From an optimization exercise on the open Yosys and OpenROAD flow, aimed at small area and a short achievable clock period; shortcuts taken in it are not production practice. The RTL was checked by simulation tests, not by an equivalence proof against the original design. Power and IR drop assume default switching activity.

--- flow/run.sh ---
#!/bin/bash
# synth_recipe.tcl (not shown) runs the flow's synth.tcl, then flattens the netlist and writes it again
# the make line also repeats each setting of config.mk as NAME=value (left out here)
make -C /OpenROAD-flow-scripts/flow DESIGN_CONFIG=/design/flow/config.mk WORK_HOME=/design/flow/orfs CLKGATE_MAP_FILE= SYNTH_SCRIPT=/design/flow/synth_recipe.tcl finish
--- flow/config.mk ---
export PLATFORM = sky130hd
export DESIGN_NAME = rbFIFO
export DESIGN_NICKNAME = rbFIFO
export VERILOG_FILES = /design/flow/design.v
export SDC_FILE = /design/flow/constraint.sdc
export NUM_CORES = 4
export LEC_CHECK = 0
export CAP_MARGIN = 20
export CORE_MARGIN = 2
export CORE_UTILIZATION = 65
export CTS_CLUSTER_DIAMETER = 100
export CTS_CLUSTER_SIZE = 30
export SETUP_SLACK_MARGIN = 3.1
export SLEW_MARGIN = 20
export SYNTH_HIERARCHICAL = 1
export SYNTH_MINIMUM_KEEP_SIZE = 0
--- flow/constraint.sdc ---
create_clock -name core_clock -period 5.5 [get_ports {clock}]
set_input_delay 1.1000 -clock core_clock [delete_from_list [all_inputs] [get_ports {clock}]]
set_output_delay 1.1000 -clock core_clock [all_outputs]
set_load 0.01 [all_outputs]
--- flow/design.v ---
module rbFIFO(clock,rst,dataIn,push,pop,dataOut,full,empty);
    input         clock;
    input         rst;
    input  [63:0] dataIn;
    input         push;
    input         pop;
    output [63:0] dataOut;
    output        full;
    output        empty;
    reg    [63:0] mem [1:31];
    reg    [63:0] dout;
    reg     [4:0] rt;         
    reg     [4:0] rh;         
    reg    [31:1] rsel;       
    reg    [31:1] wsel;       
    reg           full;
    reg           empty;
    reg           ram_empty;  
    reg           afull;      
    function [4:0] inc;
        input [4:0] s;
        inc = {s[3:0], s[4] ^ s[2]};
    endfunction
    wire ram_one = (inc(rh) == rt);          
    wire ram_29  = (inc(inc(rt)) == rh);     
    reg [31:1] hcur, hnxt, tcur, tnxt;       
    integer i;
    always @* begin
        for (i = 1; i < 32; i = i + 1) begin
            hcur[i]      = (rh == i);
            hnxt[inc(i)] = (rh == i);
            tcur[i]      = (rt == i);
            tnxt[inc(i)] = (rt == i);
        end
    end
    wire push_eff = push & ~full;
    wire pop_eff  = pop & ~empty & ~push_eff;
    wire tadv     = push_eff & ~empty;       
    wire hadv     = pop_eff & ~ram_empty;    
    wire load     = empty | hadv;            
    wire full_n      = ~rst & (push_eff ? afull : (~pop_eff & full));
    wire empty_n     = rst | (~push_eff & (pop_eff ? ram_empty : empty));
    wire ram_empty_n = rst | (push_eff ? empty : (pop_eff ? (ram_empty | ram_one) : ram_empty));
    wire afull_n     = ~rst & (push_eff ? ram_29 : (pop_eff ? full : afull));
    always @(posedge clock) begin
        full      <= full_n;
        empty     <= empty_n;
        ram_empty <= ram_empty_n;
        afull     <= afull_n;
        if (rst) begin
            rt <= 5'd1;
            rh <= 5'd1;
        end else begin
            if (tadv) rt <= inc(rt);
            if (hadv) rh <= inc(rh);
        end
        rsel <= (hadv ? hnxt : hcur) & {31{~ram_empty_n}};
        if (rst)
            wsel <= 31'd1;
        else
            wsel <= (tadv ? tnxt : tcur) & {31{~full_n}};
    end
    always @(posedge clock) begin
        for (i = 1; i < 32; i = i + 1)
            if (wsel[i]) mem[i] <= dataIn;
    end
    wire [63:0] wd [0:31];
    wire [31:0] sd;
    genvar g, b;
    generate
        for (g = 1; g < 32; g = g + 1) begin : gw
            assign wd[g-1] = mem[g];
            assign sd[g-1] = rsel[g];
        end
    endgenerate
    assign wd[31] = dataIn;
    assign sd[31] = ram_empty;
    wire [63:0] rdata;
    wire [63:0] dout_n;
    generate
        for (b = 0; b < 64; b = b + 1) begin : gb
            wire [10:0] n;
            for (g = 0; g < 10; g = g + 1) begin : gs
                rbfifo_aoi222 u (.a0(wd[3*g][b]), .s0(sd[3*g]),
                                 .a1(wd[3*g+1][b]), .s1(sd[3*g+1]),
                                 .a2(wd[3*g+2][b]), .s2(sd[3*g+2]),
                                 .y(n[g]));
            end
            rbfifo_aoi22 u10 (.a0(wd[30][b]), .s0(sd[30]),
                              .a1(wd[31][b]), .s1(sd[31]), .y(n[10]));
            assign rdata[b] = ~&n;
            rbfifo_mux2 um (.a(dout[b]), .b(rdata[b]), .s(load), .y(dout_n[b]));
        end
    endgenerate
    always @(posedge clock)
        dout <= dout_n;
    assign dataOut = dout;
endmodule
module rbfifo_aoi222(a0, s0, a1, s1, a2, s2, y);
    input  a0, s0, a1, s1, a2, s2;
    output y;
    assign y = ~((a0 & s0) | (a1 & s1) | (a2 & s2));
endmodule
module rbfifo_aoi22(a0, s0, a1, s1, y);
    input  a0, s0, a1, s1;
    output y;
    assign y = ~((a0 & s0) | (a1 & s1));
endmodule
module rbfifo_mux2(a, b, s, y);
    input  a, b, s;
    output y;
    assign y = s ? b : a;
endmodule
==> qor.yml, run 1 <==
routing:
  routed-via-count: 41900
  drc_errors: 0
  vias_per_cell: 7.79
  drtIter0Drc: 8959
  wl_per_cell_um: 39.1
  firstDrtPassIters: 11
  routed_wirelength_um: 210000
  ant_nets: 0
critical_path:
  crit_start: "pop"
  end_kind: "register"
  required_ns: 6.09
  timing.rr.end: "dout[10]$_DFF_P_"
  cp-endpoint: "dout[6]$_DFF_P_"
  cp_max_fo: 17
  worst-r2r-setup-slack_ns: 3.14
  start_kind: "primary input"
  reg2regPathDepth: 4
  r2r_start: "rsel[25]$_DFF_P_"
  worstPathArrival_ns: 2.97
  critical_path_class: "primary input to register"
worst_hold_path:
  min_delay_path_depth: 1
  hp-class: "register to register"
logic_synthesis:
  synthesis.nets: 3552
  yosysTopAreaCell: "edfxtp_1"
  synth_top_area_frac: 0.804
  ys_seq_elements: 2124
  synth_seq_area_share: 0.842
  synth_edf_count: 1984
  netlist_area_um2: 74100
  yosysUniqueCellTypes: 66
  synth_async_sr_flop_share: 0
  syn-instance-count: 3484
  ys_top_cells_by_count: "1984 x edfxtp_1, 640 x a222oi_1, 196 x nand4_1"
  avgSynthCellArea_um2: 21.3
  synthTopCellsByArea: "edfxtp_1 80%, a222oi_1 8.6%, dfxtp_1 3.8%"
  synth_ff_type: "edfxtp_1"
  yosys_warnings: 9
  post-synth-top-count-cell: "edfxtp_1"
sta:
  slew_violations: 0
  rsz0062_at_grt: "yes"
  hold_ws_ns: 0.488
  worstMarginPinSlew_ns: 1.10
  hold_viol_final: 0
  relSlewSlack: 0.265
  period_minus_slack_ns: 2.38
  tns_ns: 0
  setup_viol: 0
  timing.final.crit_share: 0.433
  fin_skew_ns: 0.0289
  layout_setup_ws_ns: 3.12
  fmax_ghz: 0.420
grt:
  grt_usage: 0.358
  grt_overflow_total: 0
  grt_pass1_wl_um: 294000
  antenna_found_initial: 10
  grt_pass1_vias: 41100
  grt_max_degree: 46
placement:
  port_buffers: 133
  place_inst: 5179
  routabilityCongestion: 0.848
  hpwl_um: 104000
  place_area_um2: 78200
  post-place-ws_ns: 1.83
die:
  row_count: 123
  die-area_um2: 117000
  die_w_um: 342
  die_height_um: 342
  ios: 134
  initial_core_util: 0.657
  core-area_um2: 113000
final_layout:
  fin_util: 0.717
  fin_cells: 5370
  fin_nets: 3869
  areaGrowthSynthToFinish_pct: 9.15
  nFillCells: 6724
  final_cell_area_um2: 80900
  layout-drive-gt1-share: 0.154
power_and_ir_drop:
  internal_power_mw: 21.1
  power_switching_mw: 5.18
  combPwrFrac: 0.032
  switching_share: 0.197
  cellPowerDensity_nw_per_um2: 324
  p_leak_nw: 24.9
  total_power_mw: 26.2
  p_clk_frac: 0.286
  ir_drop_mv: 0.256
  seqPwrFrac: 0.682
clocking:
  htreeDepth: 3
  cts_buffer_depth: 3
  root_buffer: "clkbuf_16"
  cts_tree: "yes"
  clock_latency_ns: 0.72
  ctsHoldBuffers: 0
  cts_buffers: 80
  cts.sinks: 2124
  clkSlewWorstSetupHoldPaths_ns: 0.11
outcome:
  status: "complete, no violations"
run:
  max-cap-violations: 0
==> Yosys stat by module, one instance, submodules excluded <==
module | flip-flops and latches | cells inside
rbFIFO | 2124 | 2716
rbfifo_aoi22 | 0 | 1
rbfifo_aoi222 | 0 | 1
rbfifo_mux2 | 0 | 1
==> worst max-delay path, stage by stage <==
cell and delay (ns):
clkdlybuf4s50_1 0.55, and2b_2 0.26, nand3_4 0.15, nand2b_4 0.17
buf_12 0.15, buf_16 0.22, mux2_4 0.33
==> power by group through the flow <==
stage | clock (mW) | sequential [mW] | combinational (mW)
6_report | 7.50 | 17.9 | 0.849
5_1_grt | 8.10 | 17.9 | 0.906
4_1_cts | 7.58 | 17.9 | 0.832
3_5_place_dp | 0 | 18.3 | 0.845
3_3_place_gp | 0 | 18.2 | 0.809
2_1_floorplan | 0 | 18.3 | 0.294
==> logic make-up (layout without fill, tap and decap cells) <==
logic type / Yosys count / in the layout / synth area share
DFF: 2124 / 2124 / 0.842
muxes: 68 / 68 / 0.0137
xor gates and xnor gates: 12 / 12 / 0.00160
AOI/OAI and AO/OA: 782 / 782 / 0.105
other: 0 / 3 / 0
and+or+nand+nor: 450 / 452 / 0.0349
buffers and inverters: 48 / 429 / 0.00336
==> metal layers <==
metal / track usage / routed length, µm / vias to the layer above
li1: - / - / 16600
met1: 0.503 / 72100 / 21300
met2: 0.563 / 98400 / 3526
met3: 0.0830 / 31200 / 472
met4: 0.120 / 7870 / 4
met5: 0 / 35 / -
==> layout by cell type (no fill, tap or decap), drive strengths merged, types with 13 or more instances in the layout <==
| cell type | synthesis | routed |
|---|---|---|
| a21oi | 28 | 28 |
| a222oi | 640 | 640 |
| a22oi | 69 | 69 |
| buf | 24 | 210 |
| clkbuf | 19 | 147 |
| clkdlybuf4s50 | 0 | 32 |
| dfxtp | 140 | 140 |
| dlygate4sd2 | 0 | 18 |
| dlymetal6s2s | 0 | 13 |
| edfxtp | 1984 | 1984 |
| mux2 | 65 | 65 |
| nand2 | 36 | 36 |
| nand2b | 14 | 14 |
| nand3 | 21 | 21 |
| nand4 | 196 | 196 |
| nor2 | 90 | 90 |
| nor2b | 16 | 17 |
| nor3 | 25 | 26 |
| nor4 | 17 | 17 |
==> worst min-delay path by stage <==
stage | slack (ns) | end | from
global route | 0.50 | dout[46]$_DFF_P_ | dout[46]$_DFF_P_
global placement | 0.47 | dout[31]$_DFF_P_ | dout[31]$_DFF_P_
floorplan | 0.53 | afull$_DFF_P_ | afull$_DFF_P_
finish | 0.49 | dout[46]$_DFF_P_ | dout[46]$_DFF_P_
CTS | 0.49 | dout[46]$_DFF_P_ | dout[46]$_DFF_P_
detailed placement | 0.48 | dout[42]$_DFF_P_ | dout[42]$_DFF_P_
==> registers in the layout, indices dropped and copies added, names as in the netlist, 5 cells and up <==
name	count
rsel	31
mem	1984
rh	5
rt	5
wsel	31
dout	64
==> what timing repair did <==
| item | in CTS | in global routing |
|---|---|---|
| pin swaps | 1 | 4 |
| buffers inserted | 22 | 14 |
| cloned | 2 | 1 |
| gates resized for setup | 380 | 50 |
| endpoints found under the setup margin | 148 | 108 |
==> cell type report <==
type,instances,area (µm²),share of cell area
timing repair buffer,276,2310,0.0285
antenna,3,7.51,0.0000928
clock inverter,3,25.0,0.000309
inverter,5,22.5,0.000278
multi-input combinational,1314,11600,0.143
sequential,2124,62700,0.775
clock buffer,145,2350,0.0291
tap,1500,1880,0.0232
==> run 2: changes to the inputs <==
--- a/flow/config.mk
+++ b/flow/config.mk
@@ -10,5 +10,5 @@
 export CORE_UTILIZATION = 65
-export CTS_CLUSTER_DIAMETER = 100
-export CTS_CLUSTER_SIZE = 30
-export SETUP_SLACK_MARGIN = 3.1
+export CTS_CLUSTER_DIAMETER = 80
+export CTS_CLUSTER_SIZE = 24
+export SETUP_SLACK_MARGIN = 3.15
 export SLEW_MARGIN = 20
==> qor.yml, run 2 <==
logic_synthesis:
  synth_edf_count: 1984
  yosysTopAreaCell: "edfxtp_1"
  synthesis.nets: 3552
  synthTopCellsByArea: "edfxtp_1 80%, a222oi_1 8.6%, dfxtp_1 3.8%"
  synth_async_sr_flop_share: 0
  syn-instance-count: 3484
  synth_ff_type: "edfxtp_1"
  synth_seq_area_share: 0.842
  yosysUniqueCellTypes: 66
  synth_top_area_frac: 0.804
  avgSynthCellArea_um2: 21.3
  yosys_warnings: 9
  ys_seq_elements: 2124
  netlist_area_um2: 74100
  post-synth-top-count-cell: "edfxtp_1"
  ys_top_cells_by_count: "1984 x edfxtp_1, 640 x a222oi_1, 196 x nand4_1"
sta:
  worstMarginPinSlew_ns: 1.10
  period_minus_slack_ns: 2.37
  fmax_ghz: 0.423
  hold_viol_final: 0
  fin_skew_ns: 0.0333
  tns_ns: 0
  slew_violations: 0
  setup_viol: 0
  timing.final.crit_share: 0.430
  rsz0062_at_grt: "yes"
  relSlewSlack: 0.267
power_and_ir_drop:
  cellPowerDensity_nw_per_um2: 333
  ir_drop_mv: 0.311
  p_leak_nw: 25.1
final_layout:
  largest-register: "mem"
  fin_cells: 5408
  fin_nets: 3887
  layout_commonest_cell: "edfxtp_1"
  layout-drive-gt1-share: 0.158
  largest_register_ffs: 1984
  reg.largest.list: "mem x1984, dout x64"
  areaGrowthSynthToFinish_pct: 10.2
  layout_common_cells: "1984 x edfxtp_1, 640 x a222oi_1, 196 x nand4_1, 107 x buf_4, 105 x clkbuf_16"
grt:
  grt_usage: 0.359
  grt_pass1_wl_um: 295000
  grt_pass1_vias: 41200
  grt_max_degree: 46
  antenna_found_initial: 11
  grt_overflow_total: 0
die:
  row_count: 123
  ios: 134
  die_w_um: 342
  die_height_um: 342
  core-area_um2: 113000
  initial_core_util: 0.657
  die-area_um2: 117000
critical_path:
  end_kind: "primary output"
  start_kind: "register"
  cp_cell_sequence: "buf_6"
  worstPathArrival_ns: 1.27
  cp_max_fo: 2
  r2r_start: "rsel[4]$_DFF_P_"
  critical_path_class: "register to primary output"
  slowest_stage: "dfxtp_4"
  crit_path_max_incr_delay_ns: 0.41
  worst-r2r-setup-slack_ns: 3.18
  reg2regPathDepth: 6
  timing.rr.end: "dout[2]$_DFF_P_"
  path_delay_family: "flip-flops"
  required_ns: 4.40
  worst-path-buf-inv: 1
clocking:
  cts_buffers: 99
  cts_tree: "yes"
  clock_latency_ns: 0.74
  htreeDepth: 3
  ctsHoldBuffers: 0
  clkSlewWorstSetupHoldPaths_ns: 0.09
  cts.sinks: 2124
  root_buffer: "clkbuf_16"
  cts_buffer_depth: 3
outcome:
  status: "complete, no violations"
routing:
  vias_per_cell: 7.80
  wl_per_cell_um: 39.1
  routed_wirelength_um: 211000
  firstDrtPassIters: 13
  ant_nets: 0
  drc_errors: 0
  routed-via-count: 42200
  drtIter0Drc: 9214
worst_hold_path:
  hp-start: "dout[1]$_DFF_P_"
  holdPathEnd: "dout[1]$_DFF_P_"
  min_delay_path_depth: 1
  hp-class: "register to register"
run:
  max-cap-violations: 0
placement:
  hpwl_um: 104000
  place_inst: 5179
  port_buffers: 133
  routabilityCongestion: 0.848
-- run 2: cell count changes in the layout (fill, tap and decap cells not counted), moves of 4 or more --
cell | previous run | this run
buf_2 | 62 | 45
dlymetal6s2s_1 | 13 | 4
clkbuf_1 | 60 | 74
buf_6 | 25 | 38
dlygate4sd2_1 | 18 | 27
clkbuf_16 | 85 | 105
buf_4 | 112 | 107
buf_8 | 4 | 8
buf_12 | 5 | 10
-- run 2: worst max path at each step --
| stage | start | end | slack [ns] | depth (start not counted) |
|---|---|---|---|---|
| 4_1_cts | empty$_DFF_P_ | empty | 3.06 | 1 |
| 2_1_floorplan | pop | dout[0]$_DFF_P_ | 2.76 | 6 |
| 5_1_grt | dout[39]$_DFF_P_ | dataOut[39] | 3.10 | 1 |
| 3_5_place_dp | pop | dout[41]$_DFF_P_ | 1.83 | 6 |
| 6_report | dout[0]$_DFF_P_ | dataOut[0] | 3.13 | 1 |
| 3_3_place_gp | pop | dout[41]$_DFF_P_ | 1.87 | 6 |
-- run 2: area by class of cell --
type	instances	area [µm²]
flip-flops and latches	2124	62700
fillers	6625	31100
multi-input cells	1315	11600
clock buffers	180	2920
repair buffers	274	2440
well taps	1500	1880
clock inverters	4	62.6
inverters	5	22.5
diodes	6	15.0
-- run 2: logic make-up (layout without fill, tap and decap cells) --
logic type | after synthesis | count (layout) | synth area share
xor+xnor | 12 | 12 | 0.00160
flops | 2124 | 2124 | 0.842
buf+inv | 48 | 463 | 0.00336
compound gates | 782 | 783 | 0.105
mux | 68 | 68 | 0.0137
simple gates | 450 | 452 | 0.0349
other cells | 0 | 6 | 0
-- run 2: where the power goes --
| part | switching, mW | leakage [nW] | total (mW) | internal (mW) |
|---|---|---|---|---|
| combinational | 0.512 | 4.59 | 0.869 | 0.358 |
| sequential | 0.130 | 19.1 | 17.9 | 17.8 |
| clock | 4.75 | 1.42 | 8.42 | 3.67 |
| total | 5.39 | 25.1 | 27.2 | 21.8 |
-- run 2: what timing repair did --
item	4_1_cts	5_1_grt
resized for setup	428	42
cloned	2	2
buffers inserted	22	12
endpoints found under the setup margin	160	115
pin swaps	1	5
-- run 2: layer usage --
layer  track usage  wire length, µm  up-vias
met4         0.127             7970        4
li1              -                -    16700
met2         0.560            99000     3651
met1         0.507            72600    21300
met5             0               27        -
met3        0.0823            31600      487
-- run 2: stage by stage --
step	power [mW]	hold slack (ns)	utilization	setup WS, ns	cell area, µm²
floorplan	18.6	0.530	-	2.76	74200
global placement	19.1	0.474	0.693	1.87	78200
detailed placement	19.1	0.476	0.693	1.83	78200
CTS	27.2	0.484	0.721	3.06	81400
global route	27.8	0.495	0.724	3.10	81700
finish	27.2	0.484	0.724	3.13	81700
-- run 2: modules after synthesis (local to each module, per instance) --
module	cells inside	times used	cell area, µm²
rbfifo_aoi222	1	640	10.0
rbFIFO	2716	1	66000
rbfifo_mux2	1	64	15.0
rbfifo_aoi22	1	64	12.5
==> run 3: changes to the inputs <==
--- a/flow/design.v
+++ b/flow/design.v
@@ -81,3 +81,3 @@
         for (b = 0; b < 64; b = b + 1) begin : gb
-            wire [10:0] n;
+            wire [11:0] n;
             for (g = 0; g < 10; g = g + 1) begin : gs
@@ -88,4 +88,4 @@
             end
-            rbfifo_aoi22 u10 (.a0(wd[30][b]), .s0(sd[30]),
-                              .a1(wd[31][b]), .s1(sd[31]), .y(n[10]));
+            assign n[10] = ~(wd[30][b] & sd[30]);
+            assign n[11] = ~(wd[31][b] & sd[31]);
             assign rdata[b] = ~&n;
@@ -103,7 +103,2 @@
 endmodule
-module rbfifo_aoi22(a0, s0, a1, s1, y);
-    input  a0, s0, a1, s1;
-    output y;
-    assign y = ~((a0 & s0) | (a1 & s1));
-endmodule
 module rbfifo_mux2(a, b, s, y);
==> qor.yml, run 3 <==
routing:
  routed-via-count: 42300
  drtIter0Drc: 9361
  drc_errors: 0
  firstDrtPassIters: 13
  vias_per_cell: 7.85
  wl_per_cell_um: 39.6
  routed_wirelength_um: 214000
  ant_nets: 0
sta:
  setup_viol: 0
  rsz0062_at_grt: "yes"
  fmax_ghz: 0.408
  relSlewSlack: 0.199
  slew_violations: 0
  fin_skew_ns: 0.0229
  period_minus_slack_ns: 2.45
  worstMarginPinSlew_ns: 1.20
  hold_ws_ns: 0.483
  timing.final.crit_share: 0.446
  tns_ns: 0
  hold_viol_final: 0
die:
  row_count: 123
  initial_core_util: 0.656
  die_height_um: 341
  ios: 134
  die-area_um2: 116000
  core-area_um2: 112000
  die_w_um: 341
critical_path:
  reg2regPathDepth: 6
  cp_max_fo: 9
  start_kind: "primary input"
  required_ns: 6.11
  worstPathArrival_ns: 3.06
  critical_path_class: "primary input to register"
  end_kind: "register"
placement:
  place_area_um2: 77600
  hpwl_um: 101000
  routabilityCongestion: 0.831
  port_buffers: 133
clocking:
  clkSlewWorstSetupHoldPaths_ns: 0.09
  cts.sinks: 2124
  clock_latency_ns: 0.73
  htreeDepth: 3
  cts_tree: "yes"
  cts_buffer_depth: 3
  cts_buffers: 98
  root_buffer: "clkbuf_16"
  ctsHoldBuffers: 0
logic_synthesis:
  syn-instance-count: 3498
  yosysUniqueCellTypes: 64
  synth_top_area_frac: 0.807
  synth_async_sr_flop_share: 0
  synth_seq_area_share: 0.845
  ys_top_cells_by_count: "1984 x edfxtp_1, 640 x a222oi_1, 199 x nand4_1"
  synthesis.nets: 3566
  synth_edf_count: 1984
  synth_ff_type: "edfxtp_1"
  yosys_warnings: 9
  synthTopCellsByArea: "edfxtp_1 81%, a222oi_1 8.7%, dfxtp_1 3.8%"
  netlist_area_um2: 73800
  post-synth-top-count-cell: "edfxtp_1"
  yosysTopAreaCell: "edfxtp_1"
  ys_seq_elements: 2124
  avgSynthCellArea_um2: 21.1
grt:
  antenna_found_initial: 7
  grt_max_degree: 53
  grt_overflow_total: 0
  grt_usage: 0.361
  grt_pass1_wl_um: 295000
  grt_pass1_vias: 41000
power_and_ir_drop:
  p_leak_nw: 25.2
  ir_drop_mv: 0.355
  cellPowerDensity_nw_per_um2: 331
final_layout:
  fin_nets: 3876
  layout_commonest_cell: "edfxtp_1"
  areaGrowthSynthToFinish_pct: 10.2
  reg.largest.list: "mem x1984, dout x64"
  largest_register_ffs: 1984
  layout-drive-gt1-share: 0.141
  layout_common_cells: "1984 x edfxtp_1, 640 x a222oi_1, 199 x nand4_1, 108 x clkbuf_16, 91 x buf_4"
  largest-register: "mem"
  final_cell_area_um2: 81300
  fin_util: 0.723
run:
  max-cap-violations: 0
worst_hold_path:
  hp-class: "register to register"
  min_delay_path_depth: 1
outcome:
  status: "complete, no violations"
[run 3: cell types whose count changed after synthesis, moves of 6 or more]
cell | previous run | this run
nor3_1 | 25 | 31
nand3_1 | 20 | 13
a22oi_2 | 64 | 0
buf_1 | 3 | 13
nand2_1 | 36 | 27
a31oi_1 | 2 | 9
a22oi_1 | 5 | 72
clkbuf_1 | 19 | 28
a21oi_1 | 28 | 21
[run 3: Yosys stat by module, one instance, submodules excluded]
module | area (µm²) | times used | cells
rbfifo_aoi222 | 10.0 | 640 | 1
rbFIFO | 66400 | 1 | 2794
rbfifo_mux2 | 15.0 | 64 | 1
[run 3: area by class of cell]
cell class              count  area [µm²]
well taps                1500        1880
clock inverters             2        25.0
repair buffers            266        2500
multi-input cells        1310       11300
inverters                   8        33.8
diodes                      1        2.50
fillers                  6675       31200
clock buffers             183        2880
flip-flops and latches   2124       62700
[run 3: logic make-up (layout without fill, tap and decap cells)]
kind of cell    after synthesis  count (layout)  share of synthesized area
other cells                   0               1                          0
mux                          69              69                     0.0139
flops                      2124            2124                      0.845
xor+xnor                     12              12                    0.00142
compound gates              785             786                      0.102
simple gates                442             443                     0.0342
buf+inv                      66             459                    0.00376
[run 3: final timing paths]
path | start | to | slack [ns]
min reg2reg | dout[49]$_DFF_P_ | dout[49]$_DFF_P_ | 0.48
min | dout[49]$_DFF_P_ | dout[49]$_DFF_P_ | 0.48
max | pop | dout[30]$_DFF_P_ | 3.05
max reg2reg | ram_empty$_DFF_P_ | dout[30]$_DFF_P_ | 3.13
[run 3: critical path, cell delays in order]
cell and delay [ns]:
clkdlybuf4s50_1 0.53, nor2b_4 0.26, nand3_4 0.17, nand2b_4 0.20, buf_16 0.20, buf_16 0.20
mux2_4 0.33
[run 3: where the power goes]
part / switching, mW / internal [mW] / leakage (nW)
clock network: 4.72 / 3.56 / 1.38
logic: 0.455 / 0.309 / 4.72
registers: 0.128 / 17.8 / 19.1
total: 5.30 / 21.6 / 25.2
[run 3: timing repair]
item                                    in CTS  in global routing
endpoints found under the setup margin     196                111
resized for setup                          400                 52
pin swaps                                    5                  9
buffers inserted                            33                 22
endpoints found under the hold margin        0                  0
cloned                                       2                  7
[run 3: stage by stage]
step           cells  total power [mW]  worst slack (ns)
3_5_place_dp    5144              19.0              1.63
6_report        5394              26.9              3.05
5_1_grt         5393              27.6              3.06
2_1_floorplan   3498              18.5              2.69
3_3_place_gp    5144              18.9              1.66
4_1_cts         5364              26.9              3.01
[run 3: metal layers]
layer / GRT usage / share of wire / up-vias
met1: 0.517 / 0.35 / 21500
met5: 0 / 0.00029 / -
met3: 0.0717 / 0.15 / 471
li1: - / - / 16700
met4: 0.124 / 0.037 / 10
met2: 0.567 / 0.47 / 3636
==> run 4: changes to the inputs <==
--- a/flow/config.mk
+++ b/flow/config.mk
@@ -9,3 +9,3 @@
 export CORE_MARGIN = 2
-export CORE_UTILIZATION = 65
+export CORE_UTILIZATION = 72
 export CTS_CLUSTER_DIAMETER = 80
==> qor.yml, run 4 <==
clocking:
  cts.sinks: 2124
  clock_latency_ns: 0.72
  clkSlewWorstSetupHoldPaths_ns: 0.09
  root_buffer: "clkbuf_16"
  ctsHoldBuffers: 0
  cts_buffers: 98
  htreeDepth: 3
  cts_buffer_depth: 3
  cts_tree: "yes"
routing:
  drtIter0Drc: 10600
  wl_per_cell_um: 40.6
  drc_errors: 0
  ant_nets: 0
  routed_wirelength_um: 213000
  routed-via-count: 42700
  vias_per_cell: 8.14
  firstDrtPassIters: 11
placement:
  hpwl_um: 101000
  post-place-ws_ns: 1.67
  routabilityCongestion: 0.851
  port_buffers: 133
  place_area_um2: 77400
power_and_ir_drop:
  internal_power_mw: 21.6
  combPwrFrac: 0.028
  cellPowerDensity_nw_per_um2: 332
  p_leak_nw: 25.2
  switching_share: 0.195
  seqPwrFrac: 0.666
  ir_drop_mv: 0.314
  p_clk_frac: 0.306
  power_switching_mw: 5.25
final_layout:
  fin_util: 0.796
  largest_register_ffs: 1984
  layout_commonest_cell: "edfxtp_1"
  reg.largest.list: "mem x1984, dout x64"
  largest-register: "mem"
  fin_nets: 3859
  final_cell_area_um2: 81000
  areaGrowthSynthToFinish_pct: 9.74
  layout_common_cells: "1984 x edfxtp_1, 640 x a222oi_1, 199 x nand4_1, 103 x clkbuf_16, 90 x nor2_1"
  layout-drive-gt1-share: 0.134
grt:
  grt_pass1_wl_um: 291000
  grt_overflow_total: 0
  grt_pass1_vias: 41200
  grt_max_degree: 53
  antenna_found_initial: 6
  grt_usage: 0.401
sta:
  fin_skew_ns: 0.0293
  slew_violations: 0
  tns_ns: 0
  relSlewSlack: 0.214
  hold_ws_ns: 0.484
  worstMarginPinSlew_ns: 1.18
  period_minus_slack_ns: 2.37
  hold_viol_final: 0
  rsz0062_at_grt: "yes"
  fmax_ghz: 0.423
  setup_viol: 0
  layout_setup_ws_ns: 3.13
  timing.final.crit_share: 0.430
critical_path:
  cp_cell_sequence: "buf_6 -> a222oi_1 -> nand4_1 -> nor2_1 -> nand4_1 -> mux2_4"
  critical_path_class: "register to register"
  path_delay_family: "simple AND/OR/NAND/NOR gates"
  worst-path-buf-inv: 1
  worstPathArrival_ns: 2.97
  slowest_stage: "a222oi_1"
  cp_max_fo: 52
  crit_path_max_incr_delay_ns: 0.48
  worst-r2r-setup-slack_ns: 3.13
  start_kind: "register"
  required_ns: 6.10
  cpMostUsedCell: "nand4_1"
  end_kind: "register"
outcome:
  status: "complete, no violations"
logic_synthesis:
  yosys_warnings: 9
  avgSynthCellArea_um2: 21.1
  ys_top_cells_by_count: "1984 x edfxtp_1, 640 x a222oi_1, 199 x nand4_1"
  synth_ff_type: "edfxtp_1"
  syn-instance-count: 3498
  synth_edf_count: 1984
  yosysUniqueCellTypes: 64
  synthTopCellsByArea: "edfxtp_1 81%, a222oi_1 8.7%, dfxtp_1 3.8%"
  post-synth-top-count-cell: "edfxtp_1"
  synth_top_area_frac: 0.807
  ys_seq_elements: 2124
  synth_seq_area_share: 0.845
  yosysTopAreaCell: "edfxtp_1"
  synth_async_sr_flop_share: 0
  synthesis.nets: 3566
  netlist_area_um2: 73800
die:
  die_height_um: 324
  ios: 134
  die-area_um2: 105000
  row_count: 117
  die_w_um: 324
  core-area_um2: 102000
  initial_core_util: 0.725
run:
  max-cap-violations: 0
worst_hold_path:
  hp-class: "register to register"
run 4: cell count changes in the layout (fill, tap and decap cells not counted), sizes merged, moves of 3 or more:
cell           previous run  this run
clkbuf                  189       183
buf                     201       185
diode                     1         4
clkdlybuf4s50            50        43
dlymetal6s2s              7        19
run 4: power groups by stage:
stage	Combinational [mW]	Clock [mW]	Sequential, mW
floorplan	0.234	0	18.3
global placement	0.685	0	18.2
detailed placement	0.726	0	18.2
CTS	0.714	8.20	17.9
global route	0.791	8.74	17.9
finish	0.747	8.23	17.9
run 4: cell type report:
cell class / count / area [µm²]
sequential: 2124 / 62700
fill: 5114 / 20800
multi-input combinational: 1310 / 11300
clock buffer: 183 / 2880
timing repair buffer: 249 / 2340
tap: 1368 / 1710
inverter: 8 / 30.0
clock inverter: 2 / 25.0
antenna: 4 / 10.0
run 4: worst paths after layout:
| kind | startpoint | end | cells after the start |
|---|---|---|---|
| worst min-delay path | dout[40]$_DFF_P_ | dout[40]$_DFF_P_ | 1 |
| worst max register to register | rsel[18]$_DFF_P_ | dout[11]$_DFF_P_ | 6 |
| worst max-delay path | rsel[18]$_DFF_P_ | dout[11]$_DFF_P_ | 6 |
| worst min register to register | dout[40]$_DFF_P_ | dout[40]$_DFF_P_ | 1 |
run 4: per-layer routing:
metal / up-vias / track usage / wire length, µm
met5: - / 0 / 62
met4: 8 / 0.177 / 9700
met3: 590 / 0.0994 / 36500
met2: 4287 / 0.621 / 99300
met1: 21200 / 0.554 / 67700
li1: 16600 / - / -
run 4: modules after synthesis, one instance, submodules excluded:
module         flops+latches  cells inside  copies in the design  cell area, µm²
rbFIFO                  2124          2794                     1           66400
rbfifo_aoi222              0             1                   640            10.0
rbfifo_mux2                0             1                    64            15.0
run 4: timing repair:
item,in CTS,in global routing
setup buffers,19,22
pin swaps,3,3
cloned,3,0
resized for setup,388,56
setup endpoints to repair,198,100
run 4: stage by stage:
stage | power [mW] | instances
after global placement | 18.9 | 5014
after CTS | 26.8 | 5221
final | 26.9 | 5248
after floorplan | 18.5 | 3498
after detailed placement | 19.0 | 5014
after global routing | 27.4 | 5245
run 4: logic make-up after synthesis:
family / after synthesis / share of synthesized area
AOI/OAI and AO/OA: 785 / 0.102
xor gates and xnor gates: 12 / 0.00142
buffers and inverters: 66 / 0.00376
DFF: 2124 / 0.845
muxes: 69 / 0.0139
and+or+nand+nor: 442 / 0.0342
==> run 5: changes to the inputs <==
--- a/flow/design.v
+++ b/flow/design.v
@@ -39,3 +39,2 @@
     wire hadv     = pop_eff & ~ram_empty;    
-    wire load     = empty | hadv;            
     wire full_n      = ~rst & (push_eff ? afull : (~pop_eff & full));
@@ -78,2 +77,9 @@
     wire [63:0] rdata;
+    wire  [3:0] load_q;
+    generate
+        for (g = 0; g < 4; g = g + 1) begin : gl
+            rbfifo_load ul (.push(push), .pop(pop), .full(full), .empty(empty),
+                            .ram_empty(ram_empty), .load(load_q[g]));
+        end
+    endgenerate
     wire [63:0] dout_n;
@@ -91,3 +97,3 @@
             assign rdata[b] = ~&n;
-            rbfifo_mux2 um (.a(dout[b]), .b(rdata[b]), .s(load), .y(dout_n[b]));
+            rbfifo_mux2 um (.a(dout[b]), .b(rdata[b]), .s(load_q[b/16]), .y(dout_n[b]));
         end
@@ -108 +114,6 @@
 endmodule
+module rbfifo_load(push, pop, full, empty, ram_empty, load);
+    input  push, pop, full, empty, ram_empty;
+    output load;
+    assign load = empty | (pop & ~empty & ~(push & ~full) & ~ram_empty);
+endmodule
==> qor.yml, run 5 <==
grt:
  grt_pass1_wl_um: 298000
  grt_max_degree: 50
  grt_overflow_total: 0
  antenna_found_initial: 8
  grt_usage: 0.403
  grt_pass1_vias: 41600
routing:
  routed_wirelength_um: 214000
  wl_per_cell_um: 40.6
  ant_nets: 0
  routed-via-count: 42900
  drc_errors: 0
  vias_per_cell: 8.16
  firstDrtPassIters: 11
  drtIter0Drc: 11100
final_layout:
  largest-register: "mem"
  reg.largest.list: "mem x1984, dout x64"
  layout_commonest_cell: "edfxtp_1"
  layout-drive-gt1-share: 0.129
  layout_common_cells: "1984 x edfxtp_1, 640 x a222oi_1, 197 x nand4_1, 100 x clkbuf_16, 96 x nor2_1"
  largest_register_ffs: 1984
  nFillCells: 5114
  areaGrowthSynthToFinish_pct: 9.31
  fin_nets: 3866
logic_synthesis:
  yosysUniqueCellTypes: 66
  synth_seq_area_share: 0.844
  post-synth-top-count-cell: "edfxtp_1"
  synthTopCellsByArea: "edfxtp_1 81%, a222oi_1 8.7%, dfxtp_1 3.8%"
  synth_edf_count: 1984
  yosysTopAreaCell: "edfxtp_1"
  yosys_warnings: 9
  synthesis.nets: 3593
  ys_top_cells_by_count: "1984 x edfxtp_1, 640 x a222oi_1, 197 x nand4_1"
  synth_async_sr_flop_share: 0
  ys_seq_elements: 2124
  synth_top_area_frac: 0.806
  netlist_area_um2: 73900
  syn-instance-count: 3525
  synth_ff_type: "edfxtp_1"
  avgSynthCellArea_um2: 21.0
critical_path:
  end_kind: "register"
  critical_path_class: "register to register"
  cp_max_fo: 39
  start_kind: "register"
  worst-r2r-setup-slack_ns: 3.04
  worstPathArrival_ns: 3.14
  required_ns: 6.18
  timing.rr.end: "dout[62]$_DFF_P_"
  reg2regPathDepth: 4
  r2r_start: "rsel[3]$_DFF_P_"
placement:
  hpwl_um: 101000
  routabilityCongestion: 0.866
  post-place-ws_ns: 1.95
  port_buffers: 133
sta:
  layout_setup_ws_ns: 3.04
  tns_ns: 0
  fmax_ghz: 0.407
  hold_ws_ns: 0.483
  worstMarginPinSlew_ns: 1.18
  hold_viol_final: 0
  rsz0062_at_grt: "yes"
  fin_skew_ns: 0.0287
  relSlewSlack: 0.210
  period_minus_slack_ns: 2.46
  slew_violations: 0
  timing.final.crit_share: 0.447
  setup_viol: 0
power_and_ir_drop:
  p_leak_nw: 25.1
  ir_drop_mv: 0.285
  cellPowerDensity_nw_per_um2: 331
clocking:
  cts_buffer_depth: 3
  htreeDepth: 3
  ctsHoldBuffers: 0
  cts_tree: "yes"
  clkSlewWorstSetupHoldPaths_ns: 0.10
  cts_buffers: 98
  root_buffer: "clkbuf_16"
  cts.sinks: 2124
  clock_latency_ns: 0.74
die:
  die_height_um: 324
  initial_core_util: 0.727
  die_w_um: 324
  core-area_um2: 102000
  row_count: 117
  ios: 134
  die-area_um2: 105000
worst_hold_path:
  hp-start: "dout[20]$_DFF_P_"
  holdPathEnd: "dout[20]$_DFF_P_"
  min_delay_path_depth: 1
  hp-class: "register to register"
run:
  max-cap-violations: 0
outcome:
  status: "complete, no violations"
==> run 5: kinds of logic after synthesis <==
kind of cell	synth area share
AOI/OAI and AO/OA	0.101
xor gates and xnor gates	0.00184
buffers and inverters	0.00386
DFF	0.844
muxes	0.0145
and+or+nand+nor	0.0353
==> run 5: area by class of cell <==
class	count	area [µm²]	area share
Sequential cell	2124	62700	0.776
Inverter	8	33.8	0.000418
Multi-Input combinational cell	1332	11300	0.140
Timing Repair Buffer	234	2140	0.0265
Clock inverter	8	85.1	0.00105
Tap cell	1368	1710	0.0212
Antenna cell	6	15.0	0.000186
Clock buffer	176	2770	0.0342
==> run 5: worst max-delay path by stage <==
stage                     slack (ns)               end        startpoint
after floorplan                 3.17  rsel[23]$_DFF_P_              push
after global placement          2.10  rsel[24]$_DFF_P_               pop
after detailed placement        1.95   rsel[3]$_DFF_P_               pop
after CTS                       3.01             empty     empty$_DFF_P_
after global routing            3.05  dout[62]$_DFF_P_  rsel[19]$_DFF_P_
final                           3.04  dout[62]$_DFF_P_   rsel[3]$_DFF_P_
==> run 5: where the power goes <==
part / internal [mW] / switching, mW / total [mW]
registers: 17.8 / 0.126 / 17.9
clock network: 3.45 / 4.66 / 8.12
logic: 0.282 / 0.463 / 0.744
total: 21.5 / 5.25 / 26.8
==> run 5: Yosys stat by module (local to each module, per instance) <==
module / cells inside / copies in the design / flip-flops and latches
rbfifo_load: 3 / 4 / 0
rbFIFO: 2809 / 1 / 2124
rbfifo_aoi222: 1 / 640 / 0
rbfifo_mux2: 1 / 64 / 0
==> run 5: what timing repair did <==
action | 4_1_cts | 5_1_grt
buffers inserted | 22 | 7
resized for setup | 398 | 47
endpoints found under the setup margin | 173 | 65
pin swaps | 1 | 4
==> run 5: per-stage QoR <==
stage / instance area [µm²] / instances / utilization / power [mW]
after floorplan: 73900 / 3525 / - / 18.5
after global placement: 77500 / 5036 / 0.762 / 19.0
after detailed placement: 77500 / 5036 / 0.762 / 19.0
after CTS: 80600 / 5242 / 0.792 / 26.7
after global routing: 80800 / 5255 / 0.794 / 27.4
final: 80800 / 5256 / 0.794 / 26.8
==> run 5: critical path, stage by stage, from the launching register on <==
cell and delay [ns]:
dfxtp_4 0.93, buf_4 0.63, a222oi_1 0.19, nand4_1 0.34, mux2_4 0.21
==> run 5: metal layers <==
metal | vias up | share of wire | GRT usage
li1 | 16700 | - | -
met1 | 21200 | 0.33 | 0.577
met2 | 4382 | 0.44 | 0.588
met3 | 603 | 0.19 | 0.127
met4 | 2 | 0.047 | 0.163
met5 | - | 0.000061 | 0
==> run 6: changes to the inputs <==
--- a/flow/config.mk
+++ b/flow/config.mk
@@ -9,3 +9,3 @@
 export CORE_MARGIN = 2
-export CORE_UTILIZATION = 72
+export CORE_UTILIZATION = 65
 export CTS_CLUSTER_DIAMETER = 80
==> qor.yml, run 6 <==
outcome:
  status: "complete, no violations"
final_layout:
  areaGrowthSynthToFinish_pct: 10.5
  nFillCells: 6604
  layout-drive-gt1-share: 0.139
  fin_nets: 3909
  largest-register: "mem"
  layout_common_cells: "1984 x edfxtp_1, 640 x a222oi_1, 197 x nand4_1, 103 x clkbuf_16, 99 x nor2_1"
  reg.largest.list: "mem x1984, dout x64"
  layout_commonest_cell: "edfxtp_1"
  largest_register_ffs: 1984
routing:
  drc_errors: 0
  vias_per_cell: 7.99
  routed_wirelength_um: 230000
  drtIter0Drc: 10500
  wl_per_cell_um: 42.4
  ant_nets: 0
  routed-via-count: 43300
  firstDrtPassIters: 13
placement:
  routabilityCongestion: 0.799
  port_buffers: 133
  post-place-ws_ns: 1.92
  hpwl_um: 108000
sta:
  layout_setup_ws_ns: 3.04
  tns_ns: 0
  hold_viol_final: 0
  period_minus_slack_ns: 2.46
  relSlewSlack: 0.169
  slew_violations: 0
  fin_skew_ns: 0.0361
  timing.final.crit_share: 0.447
  setup_viol: 0
  worstMarginPinSlew_ns: 1.25
  fmax_ghz: 0.407
  rsz0062_at_grt: "yes"
grt:
  grt_pass1_vias: 41500
  grt_usage: 0.389
  grt_max_degree: 54
  antenna_found_initial: 9
  grt_overflow_total: 0
  grt_pass1_wl_um: 313000
logic_synthesis:
  synth_top_area_frac: 0.806
  synth_edf_count: 1984
  post-synth-top-count-cell: "edfxtp_1"
  synth_async_sr_flop_share: 0
  synth_seq_area_share: 0.844
  yosysTopAreaCell: "edfxtp_1"
  synthesis.nets: 3593
  synth_ff_type: "edfxtp_1"
  avgSynthCellArea_um2: 21.0
  ys_top_cells_by_count: "1984 x edfxtp_1, 640 x a222oi_1, 197 x nand4_1"
  netlist_area_um2: 73900
  syn-instance-count: 3525
  ys_seq_elements: 2124
  yosys_warnings: 9
  synthTopCellsByArea: "edfxtp_1 81%, a222oi_1 8.7%, dfxtp_1 3.8%"
  yosysUniqueCellTypes: 66
critical_path:
  cp_max_fo: 45
  worstPathArrival_ns: 3.11
  end_kind: "register"
  crit_path_max_incr_delay_ns: 1.07
  cp_cell_sequence: "buf_4 -> a22oi_1 -> nand4_1 -> mux2_4"
  slowest_stage: "dfxtp_4"
  required_ns: 6.15
  critical_path_class: "register to register"
  start_kind: "register"
clocking:
  cts_buffer_depth: 3
  clkSlewWorstSetupHoldPaths_ns: 0.09
  cts_tree: "yes"
  htreeDepth: 3
  root_buffer: "clkbuf_16"
  cts.sinks: 2124
  cts_buffers: 99
  clock_latency_ns: 0.73
die:
  ios: 134
  die_w_um: 341
  core-area_um2: 113000
  row_count: 123
  die-area_um2: 116000
  die_height_um: 341
  initial_core_util: 0.656
power_and_ir_drop:
  ir_drop_mv: 0.271
  cellPowerDensity_nw_per_um2: 329
  p_leak_nw: 25.4
worst_hold_path:
  hp-class: "register to register"
run:
  max-cap-violations: 0
## run 6: kinds of logic after synthesis
logic type,Yosys count,share of synthesized area
DFF,2124,0.844
AOI/OAI and AO/OA,780,0.101
and+or+nand+nor,465,0.0353
muxes,73,0.0145
buffers and inverters,69,0.00386
xor gates and xnor gates,14,0.00184
## run 6: report_power, final
part / internal, mW / leakage, nW / switching [mW]
logic: 0.290 / 4.95 / 0.466
clock network: 3.50 / 1.36 / 4.72
registers: 17.8 / 19.1 / 0.137
## run 6: repair_timing
action                     CTS  global route
gates resized for setup    411            52
buffers inserted            37            21
setup endpoints to repair  191            85
pin swaps                    2             2
cloned                       3             2
hold buffers                 0             0
## run 6: final cells by class
cell class                      instances  area (µm²)  share of cell area
Inverter                                8        33.8            0.000414
Clock buffer                          174        2800              0.0343
Clock inverter                          5        61.3            0.000751
Multi-Input combinational cell       1332       11300               0.139
Sequential cell                      2124       62700               0.768
Tap cell                             1500        1880              0.0230
Timing Repair Buffer                  276        2830              0.0346
Antenna cell                            5        12.5            0.000153
## run 6: modules after synthesis, one instance, submodules excluded
| module | flops+latches | times used | cells inside |
|---|---|---|---|
| rbFIFO | 2124 | 1 | 2809 |
| rbfifo_mux2 | 0 | 64 | 1 |
| rbfifo_load | 0 | 4 | 3 |
| rbfifo_aoi222 | 0 | 640 | 1 |
## run 6: critical path, delay by kind of cell (launching register included)
| kind | cells | cell delay [ns] |
|---|---|---|
| compound gates | 1 | 0.17 |
| buf+inv | 1 | 0.61 |
| mux | 1 | 0.21 |
| flops | 1 | 1.07 |
| simple gates | 1 | 0.31 |
## run 6: path summary, 6_finish.rpt
path / start / to / slack (ns) / depth (start not counted)
worst min register to register: dout[10]$_DFF_P_ / dout[10]$_DFF_P_ / 0.48 / 1
worst max register to register: rsel[31]$_DFF_P_ / dout[51]$_DFF_P_ / 3.04 / 4
worst max-delay path: rsel[31]$_DFF_P_ / dout[51]$_DFF_P_ / 3.04 / 4
worst min-delay path: dout[10]$_DFF_P_ / dout[10]$_DFF_P_ / 0.48 / 1
## run 6: layer usage
metal,vias to the layer above,GRT usage,wire length [µm]
met1,21800,0.545,75300
met5,-,0,49
li1,16800,-,-
met2,4203,0.600,105000
met4,8,0.150,10800
met3,576,0.0988,38400
## run 6: stage by stage
step                      std cells  hold WS [ns]  power (mW)  instance area, µm²  utilization
after floorplan                3525         0.533        18.5               73900            -
final                          5424         0.483        26.9               81700        0.725
after global routing           5419         0.493        27.5               81600        0.725
after CTS                      5395         0.482        26.9               81300        0.721
after detailed placement       5176         0.475        19.0               77700        0.690
after global placement         5176         0.471        19.0               77700        0.690
==> run 7: changes to the inputs <==
--- a/flow/config.mk
+++ b/flow/config.mk
@@ -12,3 +12,3 @@
 export CTS_CLUSTER_SIZE = 24
-export SETUP_SLACK_MARGIN = 3.15
+export SETUP_SLACK_MARGIN = 3.3
 export SLEW_MARGIN = 20
==> qor.yml, run 7 <==
final_layout:
  areaGrowthSynthToFinish_pct: 11.8
  layout_commonest_cell: "edfxtp_1"
  final_cell_area_um2: 82600
  layout_common_cells: "1984 x edfxtp_1, 640 x a222oi_1, 197 x nand4_1, 118 x buf_4, 107 x clkbuf_16"
  largest_register_ffs: 1984
  largest-register: "mem"
  layout-drive-gt1-share: 0.152
  fin_nets: 3952
  reg.largest.list: "mem x1984, dout x64"
clocking:
  cts_buffers: 98
  cts_buffer_depth: 3
  htreeDepth: 3
  clkSlewWorstSetupHoldPaths_ns: 0.09
  ctsHoldBuffers: 0
  cts.sinks: 2124
  clock_latency_ns: 0.73
  root_buffer: "clkbuf_16"
  cts_tree: "yes"
power_and_ir_drop:
  cellPowerDensity_nw_per_um2: 326
  seqPwrFrac: 0.665
  switching_share: 0.198
  combPwrFrac: 0.031
  internal_power_mw: 21.6
  total_power_mw: 27.0
  p_leak_nw: 26.1
  p_clk_frac: 0.304
  ir_drop_mv: 0.264
  power_switching_mw: 5.33
die:
  die-area_um2: 116000
  die_w_um: 341
  ios: 134
  initial_core_util: 0.656
  die_height_um: 341
  core-area_um2: 113000
  row_count: 123
grt:
  grt_pass1_wl_um: 308000
  grt_pass1_vias: 41400
  grt_max_degree: 53
  grt_usage: 0.382
  antenna_found_initial: 13
  grt_overflow_total: 0
critical_path:
  cp-endpoint: "dataOut[50]"
  critical_path_class: "register to primary output"
  start_kind: "register"
  cp_cell_sequence: "buf_6"
  required_ns: 4.40
  r2r_start: "rsel[6]$_DFF_P_"
  path_delay_family: "flip-flops"
  slowest_stage: "dfxtp_4"
  crit_path_max_incr_delay_ns: 0.41
  worst-r2r-setup-slack_ns: 3.24
  reg2regPathDepth: 4
  cp_max_fo: 2
  worstPathArrival_ns: 1.25
  timing.rr.end: "dout[15]$_DFF_P_"
  worst-path-buf-inv: 1
  crit_start: "dout[50]$_DFF_P_"
  end_kind: "primary output"
  worst-path-stages: 1
logic_synthesis:
  synth_edf_count: 1984
  avgSynthCellArea_um2: 21.0
  synth_seq_area_share: 0.844
  yosysUniqueCellTypes: 66
  syn-instance-count: 3525
  synthSimpleGateAreaFrac: 0.0353
  netlist_area_um2: 73900
  ys_seq_elements: 2124
  yosysTopAreaCell: "edfxtp_1"
  synthTopCellsByArea: "edfxtp_1 81%, a222oi_1 8.7%, dfxtp_1 3.8%"
  synth_compound_area_frac: 0.101
  synth_top_area_frac: 0.806
  synth_top_family_by_area: "compound AO/OA/AOI/OAI gates"
  ys_top_cells_by_count: "1984 x edfxtp_1, 640 x a222oi_1, 197 x nand4_1"
  synth_xor_area_frac: 0.00184
  post-synth-top-count-cell: "edfxtp_1"
  synthMuxAreaShare: 0.0145
  synthAdderAreaFrac: 0
  synth_ff_type: "edfxtp_1"
  synth_async_sr_flop_share: 0
  synthesis.nets: 3593
  yosys_warnings: 9
sta:
  slew_violations: 0
  relSlewSlack: 0.163
  tns_ns: 0
  hold_viol_final: 0
  fmax_ghz: 0.426
  period_minus_slack_ns: 2.35
  rsz0062_at_grt: "yes"
  fin_skew_ns: 0.0237
  setup_viol: 0
  timing.final.crit_share: 0.427
  worstMarginPinSlew_ns: 1.26
  hold_ws_ns: 0.496
routing:
  routed-via-count: 42900
  firstDrtPassIters: 11
  route.met3.wl_um: 35200
  drc_errors: 0
  routed.top_layer: "met5"
  routed_wirelength_um: 230000
  wl_per_cell_um: 42.0
  routed-wl-met2_um: 106000
  met1_length_um: 76000
  drtIter0Drc: 9608
  ant_nets: 0
  vias_per_cell: 7.84
worst_hold_path:
  hp-class: "register to register"
placement:
  routabilityCongestion: 0.803
  hpwl_um: 106000
  place_area_um2: 77700
  port_buffers: 133
run:
  max-cap-violations: 0
outcome:
  status: "complete, no violations"
run 7: changes by cell type in the layout (fill, tap and decap cells not counted), moves of 4 or more:
cell             change
dfxtp_4              +5
buf_2               -51
clkdlybuf4s50_1     -33
buf_6               +53
clkbuf_16            +4
dfxtp_1              -5
buf_4               +21
dlygate4sd2_1        +9
buf_16               -5
dlymetal6s2s_1      +25
buf_12              +26
run 7: per-layer routing:
layer | vias up | track usage
li1 | 16800 | -
met1 | 21700 | 0.525
met2 | 3887 | 0.589
met3 | 511 | 0.0816
met4 | 2 | 0.195
met5 | - | 0
run 7: worst min path at each step:
| stage | end | slack (ns) | depth (start not counted) | startpoint |
|---|---|---|---|---|
| after floorplan | dout[0]$_DFF_P_ | 0.53 | 1 | dout[0]$_DFF_P_ |
| after global placement | dout[47]$_DFF_P_ | 0.47 | 1 | dout[47]$_DFF_P_ |
| after global routing | dout[40]$_DFF_P_ | 0.51 | 1 | dout[40]$_DFF_P_ |
| final | dout[22]$_DFF_P_ | 0.50 | 1 | dout[22]$_DFF_P_ |
| after CTS | dout[7]$_DFF_P_ | 0.50 | 1 | dout[7]$_DFF_P_ |
| after detailed placement | dout[36]$_DFF_P_ | 0.47 | 1 | dout[36]$_DFF_P_ |
run 7: per-stage QoR:
| stage | utilization | setup WS [ns] | instances |
|---|---|---|---|
| floorplan | - | 3.25 | 3525 |
| finish | 0.734 | 3.15 | 5471 |
| global route | 0.733 | 3.14 | 5467 |
| global placement | 0.690 | 1.97 | 5173 |
| CTS | 0.726 | 3.13 | 5413 |
| detailed placement | 0.690 | 1.92 | 5173 |
run 7: what timing repair did:
action,4_1_cts,5_1_grt
cloned,0,5
resized for setup,510,62
pin swaps,2,8
setup buffers,59,47
endpoints found under the setup margin,205,170
run 7: power groups by stage:
stage          Sequential (mW)  Clock (mW)  Combinational, mW
3_5_place_dp              18.3           0              0.745
4_1_cts                   17.9        8.22              0.809
5_1_grt                   17.9        8.78              0.892
2_1_floorplan             18.3           0              0.245
6_report                  17.9        8.20              0.843
3_3_place_gp              18.3           0              0.711
run 7: cell type report:
| class | count | area [µm²] |
|---|---|---|
| Clock inverter | 4 | 33.8 |
| Inverter | 8 | 33.8 |
| Sequential cell | 2124 | 62700 |
| Timing Repair Buffer | 320 | 3740 |
| Fill cell | 6520 | 30000 |
| Clock buffer | 177 | 2810 |
| Multi-Input combinational cell | 1332 | 11400 |
| Antenna cell | 6 | 15.0 |
| Tap cell | 1500 | 1880 |
run 7: cells by family (layout without fill, tap and decap cells):
group,Yosys count,in the layout
other,0,6
AND/OR/NAND/NOR,465,465
flip-flops,2124,2124
buffers and inverters,69,509
multiplexers,73,73
XOR/XNOR,14,14
AO/OA/AOI/OAI,780,780
run 7: Yosys stat by module, one instance, submodules excluded:
module,times used,flops+latches,area [µm²]
rbfifo_aoi222,640,0,10.0
rbfifo_load,4,0,18.8
rbfifo_mux2,64,0,15.0
rbFIFO,1,2124,66500
==> run 8: changes to the inputs <==
--- a/flow/config.mk
+++ b/flow/config.mk
@@ -7,3 +7,3 @@
 export LEC_CHECK = 0
-export CAP_MARGIN = 20
+export CAP_MARGIN = 10
 export CORE_MARGIN = 2
@@ -13,3 +13,3 @@
 export SETUP_SLACK_MARGIN = 3.3
-export SLEW_MARGIN = 20
+export SLEW_MARGIN = 10
 export SYNTH_HIERARCHICAL = 1
==> qor.yml, run 8 <==
outcome:
  status: "complete, no violations"
logic_synthesis:
  synth_ff_type: "edfxtp_1"
  yosysUniqueCellTypes: 66
  synthMuxAreaShare: 0.0145
  synthesis.nets: 3593
  syn-instance-count: 3525
  yosysTopAreaCell: "edfxtp_1"
  synth_compound_area_frac: 0.101
  synth_top_area_frac: 0.806
  synthTopCellsByArea: "edfxtp_1 81%, a222oi_1 8.7%, dfxtp_1 3.8%"
  netlist_area_um2: 73900
  ys_top_cells_by_count: "1984 x edfxtp_1, 640 x a222oi_1, 197 x nand4_1"
  avgSynthCellArea_um2: 21.0
  synth_edf_count: 1984
  yosys_warnings: 9
  synth_async_sr_flop_share: 0
  post-synth-top-count-cell: "edfxtp_1"
  ys_seq_elements: 2124
  synthAdderAreaFrac: 0
  synth_xor_area_frac: 0.00184
  synth_seq_area_share: 0.844
  synthSimpleGateAreaFrac: 0.0353
  synth_top_family_by_area: "compound AO/OA/AOI/OAI gates"
sta:
  layout_setup_ws_ns: 3.16
  hold_viol_final: 0
  fin_skew_ns: 0.0226
  setup_viol: 0
  slew_violations: 0
  fmax_ghz: 0.428
  rsz0062_at_grt: "yes"
  tns_ns: 0
  period_minus_slack_ns: 2.34
  worstMarginPinSlew_ns: 1.24
  relSlewSlack: 0.171
  timing.final.crit_share: 0.425
power_and_ir_drop:
  internal_power_mw: 21.6
  ir_drop_mv: 0.263
  combPwrFrac: 0.031
  p_leak_nw: 26.1
  switching_share: 0.198
  cellPowerDensity_nw_per_um2: 326
  p_clk_frac: 0.304
  power_switching_mw: 5.33
  seqPwrFrac: 0.665
clocking:
  htreeDepth: 3
  clkSlewWorstSetupHoldPaths_ns: 0.09
  cts_buffer_depth: 3
  cts_tree: "yes"
  root_buffer: "clkbuf_16"
  ctsHoldBuffers: 0
  clock_latency_ns: 0.72
  cts.sinks: 2124
  cts_buffers: 98
critical_path:
  required_ns: 4.40
  worstPathArrival_ns: 1.24
  cp_cell_sequence: "buf_6"
  end_kind: "primary output"
  start_kind: "register"
  cp_max_fo: 2
  critical_path_class: "register to primary output"
  worst-path-buf-inv: 1
  path_delay_family: "flip-flops"
  slowest_stage: "dfxtp_4"
  crit_path_max_incr_delay_ns: 0.41
grt:
  grt_pass1_vias: 41400
  antenna_found_initial: 14
  grt_max_degree: 53
  grt_overflow_total: 0
  grt_pass1_wl_um: 308000
  grt_usage: 0.382
routing:
  drtIter0Drc: 9942
  ant_nets: 0
  routed_wirelength_um: 230000
  drc_errors: 0
  routed-via-count: 43100
  vias_per_cell: 7.89
  wl_per_cell_um: 42.1
  firstDrtPassIters: 9
final_layout:
  areaGrowthSynthToFinish_pct: 11.9
  reg.largest.list: "mem x1984, dout x64"
  layout-drive-gt1-share: 0.150
  layout_commonest_cell: "edfxtp_1"
  largest-register: "mem"
  nFillCells: 6515
  fin_nets: 3952
  largest_register_ffs: 1984
  layout_common_cells: "1984 x edfxtp_1, 640 x a222oi_1, 197 x nand4_1, 116 x buf_4, 108 x clkbuf_16"
die:
  initial_core_util: 0.656
  die-area_um2: 116000
  ios: 134
  die_w_um: 341
  row_count: 123
  core-area_um2: 113000
  die_height_um: 341
placement:
  port_buffers: 133
  post-place-ws_ns: 1.92
  hpwl_um: 106000
  routabilityCongestion: 0.803
run:
  max-cap-violations: 0
worst_hold_path:
  hp-class: "register to register"
[run 8: cell count changes in the layout (fill, tap and decap cells not counted), sizes merged]
cell / before / now
buf: 253 / 246
dlymetal6s2s: 41 / 44
diode: 6 / 4
dlygate4sd2: 10 / 13
clkbuf: 185 / 186
[run 8: through the flow]
stage               total power [mW]  instances  cell area (µm²)  utilization  hold slack (ns)
finish                          27.0       5469            82700        0.734            0.497
global route                    27.6       5467            82700        0.734            0.510
CTS                             27.0       5413            81800        0.726            0.499
detailed placement              19.0       5173            77700        0.690            0.468
global placement                19.0       5173            77700        0.690            0.474
floorplan                       18.5       3525            74000            -            0.533
[run 8: layer usage]
layer	GRT usage	wire (µm)
met1	0.525	76700
met2	0.589	106000
met5	0	23
met4	0.195	13300
met3	0.0816	34500
[run 8: what timing repair did]
action / 4_1_cts / 5_1_grt
gates resized for setup: 510 / 67
gates cloned: 0 / 6
pin swaps: 2 / 7
endpoints found under the hold margin: 0 / 0
setup endpoints to repair: 205 / 170
buffers inserted: 59 / 46
[run 8: final timing paths]
kind | startpoint | endpoint | slack [ns] | cells past startpoint
min reg2reg | dout[22]$_DFF_P_ | dout[22]$_DFF_P_ | 0.50 | 1
max | dout[50]$_DFF_P_ | dataOut[50] | 3.16 | 1
min | dout[22]$_DFF_P_ | dout[22]$_DFF_P_ | 0.50 | 1
max reg2reg | rsel[6]$_DFF_P_ | dout[15]$_DFF_P_ | 3.23 | 4
[run 8: per-module statistics from Yosys, one instance, submodules excluded]
module,flip-flops and latches,copies in the design,area [µm²]
rbfifo_mux2,0,64,15.0
rbfifo_aoi222,0,640,10.0
rbfifo_load,0,4,18.8
rbFIFO,2124,1,66500
[run 8: cells by family after synthesis]
logic type | count (synthesis)
DFF | 2124
buffers and inverters | 69
AOI/OAI and AO/OA | 780
and+or+nand+nor | 465
muxes | 73
xor gates and xnor gates | 14
[run 8: power by group through the flow]
stage                     sequential [mW]  combinational (mW)  clock (mW)
after CTS                            17.9               0.809        8.22
after global placement               18.3               0.711           0
after global routing                 17.9               0.893        8.78
after detailed placement             18.3               0.745           0
final                                17.9               0.844        8.20
after floorplan                      18.3               0.245           0
[run 8: area by class of cell]
type	instances	area, µm²	share of cell area
Antenna cell	4	10.0	0.000121
Clock buffer	177	2810	0.0340
Clock inverter	4	33.8	0.000408
Inverter	8	33.8	0.000408
Multi-Input combinational cell	1332	11400	0.138
Sequential cell	2124	62700	0.759
Tap cell	1500	1880	0.0227
Timing Repair Buffer	320	3820	0.0462
==> run 9: changes to the inputs <==
--- a/flow/config.mk
+++ b/flow/config.mk
@@ -7,9 +7,9 @@
 export LEC_CHECK = 0
-export CAP_MARGIN = 10
+export CAP_MARGIN = 20
 export CORE_MARGIN = 2
 export CORE_UTILIZATION = 65
-export CTS_CLUSTER_DIAMETER = 80
-export CTS_CLUSTER_SIZE = 24
+export CTS_CLUSTER_DIAMETER = 90
+export CTS_CLUSTER_SIZE = 28
 export SETUP_SLACK_MARGIN = 3.3
-export SLEW_MARGIN = 10
+export SLEW_MARGIN = 20
 export SYNTH_HIERARCHICAL = 1
==> qor.yml, run 9 <==
critical_path:
  cp_cell_sequence: "buf_6"
  worst-path-buf-inv: 1
  worstPathArrival_ns: 1.25
  critical_path_class: "register to primary output"
  slowest_stage: "dfxtp_4"
  crit_path_max_incr_delay_ns: 0.42
  path_delay_family: "flip-flops"
  cp_max_fo: 2
  end_kind: "primary output"
  start_kind: "register"
  required_ns: 4.40
logic_synthesis:
  synth_ff_type: "edfxtp_1"
  yosys_warnings: 9
  synth_top_area_frac: 0.806
  synth_async_sr_flop_share: 0
  ys_top_cells_by_count: "1984 x edfxtp_1, 640 x a222oi_1, 197 x nand4_1"
  synthesis.nets: 3593
  netlist_area_um2: 73900
  syn-instance-count: 3525
  ys_seq_elements: 2124
  synthTopCellsByArea: "edfxtp_1 81%, a222oi_1 8.7%, dfxtp_1 3.8%"
  yosysUniqueCellTypes: 66
  avgSynthCellArea_um2: 21.0
  yosysTopAreaCell: "edfxtp_1"
  synth_edf_count: 1984
  post-synth-top-count-cell: "edfxtp_1"
  synth_seq_area_share: 0.844
worst_hold_path:
  hp-class: "register to register"
grt:
  grt_pass1_wl_um: 310000
  antenna_found_initial: 15
  grt_overflow_total: 0
  grt_max_degree: 53
  grt_usage: 0.385
  grt_pass1_vias: 41200
power_and_ir_drop:
  total_power_mw: 26.4
  p_leak_nw: 25.9
  cellPowerDensity_nw_per_um2: 321
  ir_drop_mv: 0.284
final_layout:
  seq_area_um2: 62700
  layout_common_cells: "1984 x edfxtp_1, 640 x a222oi_1, 197 x nand4_1, 111 x buf_4, 97 x nor2_1"
  largest_register_ffs: 1984
  areaGrowthSynthToFinish_pct: 11.2
  fin_cells: 5437
  multi_input_area_um2: 11400
  reg.largest.list: "mem x1984, dout x64"
  layout-drive-gt1-share: 0.147
  fin_util: 0.730
  fin_nets: 3934
  layout_commonest_cell: "edfxtp_1"
  nFillCells: 6560
  largest-register: "mem"
placement:
  routabilityCongestion: 0.803
  place_inst: 5173
  hpwl_um: 106000
  port_buffers: 133
routing:
  drc_errors: 0
  firstDrtPassIters: 10
  wl_per_cell_um: 42.3
  routed-via-count: 42700
  routed_wirelength_um: 230000
  vias_per_cell: 7.85
  drtIter0Drc: 10100
  ant_nets: 0
clocking:
  clock_latency_ns: 0.72
  clkSlewWorstSetupHoldPaths_ns: 0.11
  cts_buffer_depth: 3
  cts_buffers: 85
  root_buffer: "clkbuf_16"
  cts.sinks: 2124
  htreeDepth: 3
  cts_tree: "yes"
  ctsHoldBuffers: 0
die:
  die_height_um: 341
  initial_core_util: 0.656
  die-area_um2: 116000
  core-area_um2: 113000
  row_count: 123
  die_w_um: 341
  ios: 134
sta:
  tns_ns: 0
  setup_viol: 0
  hold_viol_final: 0
  worstMarginPinSlew_ns: 1.26
  fmax_ghz: 0.426
  rsz0062_at_grt: "yes"
  relSlewSlack: 0.158
  slew_violations: 0
  period_minus_slack_ns: 2.35
  timing.final.crit_share: 0.427
  fin_skew_ns: 0.0426
outcome:
  status: "complete, no violations"
run:
  max-cap-violations: 0
==> run 9: cell counts after synthesis <==
Identical to the previous run, type by type.
==> run 9: worst paths after layout <==
check / startpoint / endpoint / slack (ns) / cells past startpoint
worst max-delay path: dout[63]$_DFF_P_ / dataOut[63] / 3.15 / 1
worst min-delay path: dout[22]$_DFF_P_ / dout[22]$_DFF_P_ / 0.50 / 1
worst max register to register: rsel[6]$_DFF_P_ / dout[15]$_DFF_P_ / 3.27 / 4
worst min register to register: dout[22]$_DFF_P_ / dout[22]$_DFF_P_ / 0.50 / 1
==> run 9: repair_timing <==
| item | in CTS | in global routing |
|---|---|---|
| endpoints found under the setup margin | 205 | 172 |
| pin swaps | 3 | 7 |
| cloned | 2 | 1 |
| gates resized for setup | 511 | 60 |
| setup buffers | 62 | 41 |
==> run 9: cells by family (layout without fill, tap and decap cells) <==
| logic type | after synthesis | after routing | share of synthesized area |
|---|---|---|---|
| and+or+nand+nor | 465 | 465 | 0.0353 |
| DFF | 2124 | 2124 | 0.844 |
| buffers and inverters | 69 | 476 | 0.00386 |
| muxes | 73 | 73 | 0.0145 |
| xor gates and xnor gates | 14 | 14 | 0.00184 |
| other | 0 | 5 | 0 |
| AOI/OAI and AO/OA | 780 | 780 | 0.101 |
==> run 9: layout make-up <==
class                   instances  share of cell area
flip-flops and latches       2124               0.763
multi-input cells            1332               0.138
repair buffers                315              0.0454
clock buffers                 151              0.0294
well taps                    1500              0.0228
clock inverters                 2            0.000472
inverters                       8            0.000411
diodes                          5            0.000152
==> run 9: metal layers <==
layer | track usage | routed length, µm
met5 | 0 | 38
met4 | 0.197 | 12800
met3 | 0.0869 | 34800
met2 | 0.590 | 106000
met1 | 0.528 | 76300
==> run 9: stage by stage <==
step	setup slack, ns	cell area (µm²)	hold slack [ns]
2_1_floorplan	3.25	74000	0.533
3_3_place_gp	1.97	77700	0.474
3_5_place_dp	1.92	77700	0.468
4_1_cts	3.12	81600	0.502
5_1_grt	3.14	82200	0.514
6_report	3.15	82200	0.498
==> run 9: power by group <==
part	internal (mW)	switching (mW)
Sequential	17.8	0.145
Combinational	0.365	0.477
Clock	3.08	4.59
Total	21.2	5.21
==> run 9: Yosys stat by module (local to each module, per instance) <==
module | area (µm²) | flops+latches | cells
rbFIFO | 66500 | 2124 | 2809
rbfifo_mux2 | 15.0 | 0 | 1
rbfifo_aoi222 | 10.0 | 0 | 1
rbfifo_load | 18.8 | 0 | 3

==> re-timing with driven ports <==
The results above use ideal ports. As a check the final layouts listed here were re-extracted and re-timed, cells and wires unchanged. Step 1 sets driving cells, clkbuf_16 on the clock port and buf_2 on the other inputs (assumed; they add their load-dependent delay and slew). Step 2 moves the port delays by t, midway between the first and last clock arrival at a register: inputs arrive t later, outputs are due t later. That takes back most of the time a late clock gives input paths. Slacks: no drivers / after step 1 / after step 2; pairs: no drivers / after step 1.
run	t, ns	setup WS [ns]	hold WS [ns]	slew at the worst register clock pin (ns)	worst slew at a driven data input, ns
run 1	0.786	3.117 / 3.065 / 2.385	0.488 / 0.488 / 0.488	0.12 / 0.12	0.13
run 2	0.803	3.134 / 3.054 / 2.397	0.484 / 0.484 / 0.484	0.10 / 0.10	0.13
run 3	0.798	3.047 / 3.102 / 2.304	0.483 / 0.483 / 0.483	0.10 / 0.10	0.15
run 4	0.779	3.133 / 3.100 / 2.422	0.484 / 0.484 / 0.484	0.10 / 0.10	0.12
run 5	0.806	3.040 / 3.040 / 2.452	0.483 / 0.483 / 0.483	0.10 / 0.10	0.12
run 6	0.788	3.043 / 3.043 / 2.441	0.483 / 0.483 / 0.483	0.10 / 0.10	0.16
run 7	0.796	3.154 / 3.072 / 2.677	0.496 / 0.496 / 0.496	0.10 / 0.10	0.15
run 8	0.793	3.162 / 3.079 / 2.658	0.497 / 0.497 / 0.497	0.10 / 0.10	0.16
run 9	0.782	3.152 / 3.069 / 2.574	0.498 / 0.498 / 0.498	0.12 / 0.12	0.16
After both steps every run listed still meets setup and hold. For run 3, which loses most, drivers alone change the setup slack by +0.055 ns; drivers and shift together by -0.743 ns.
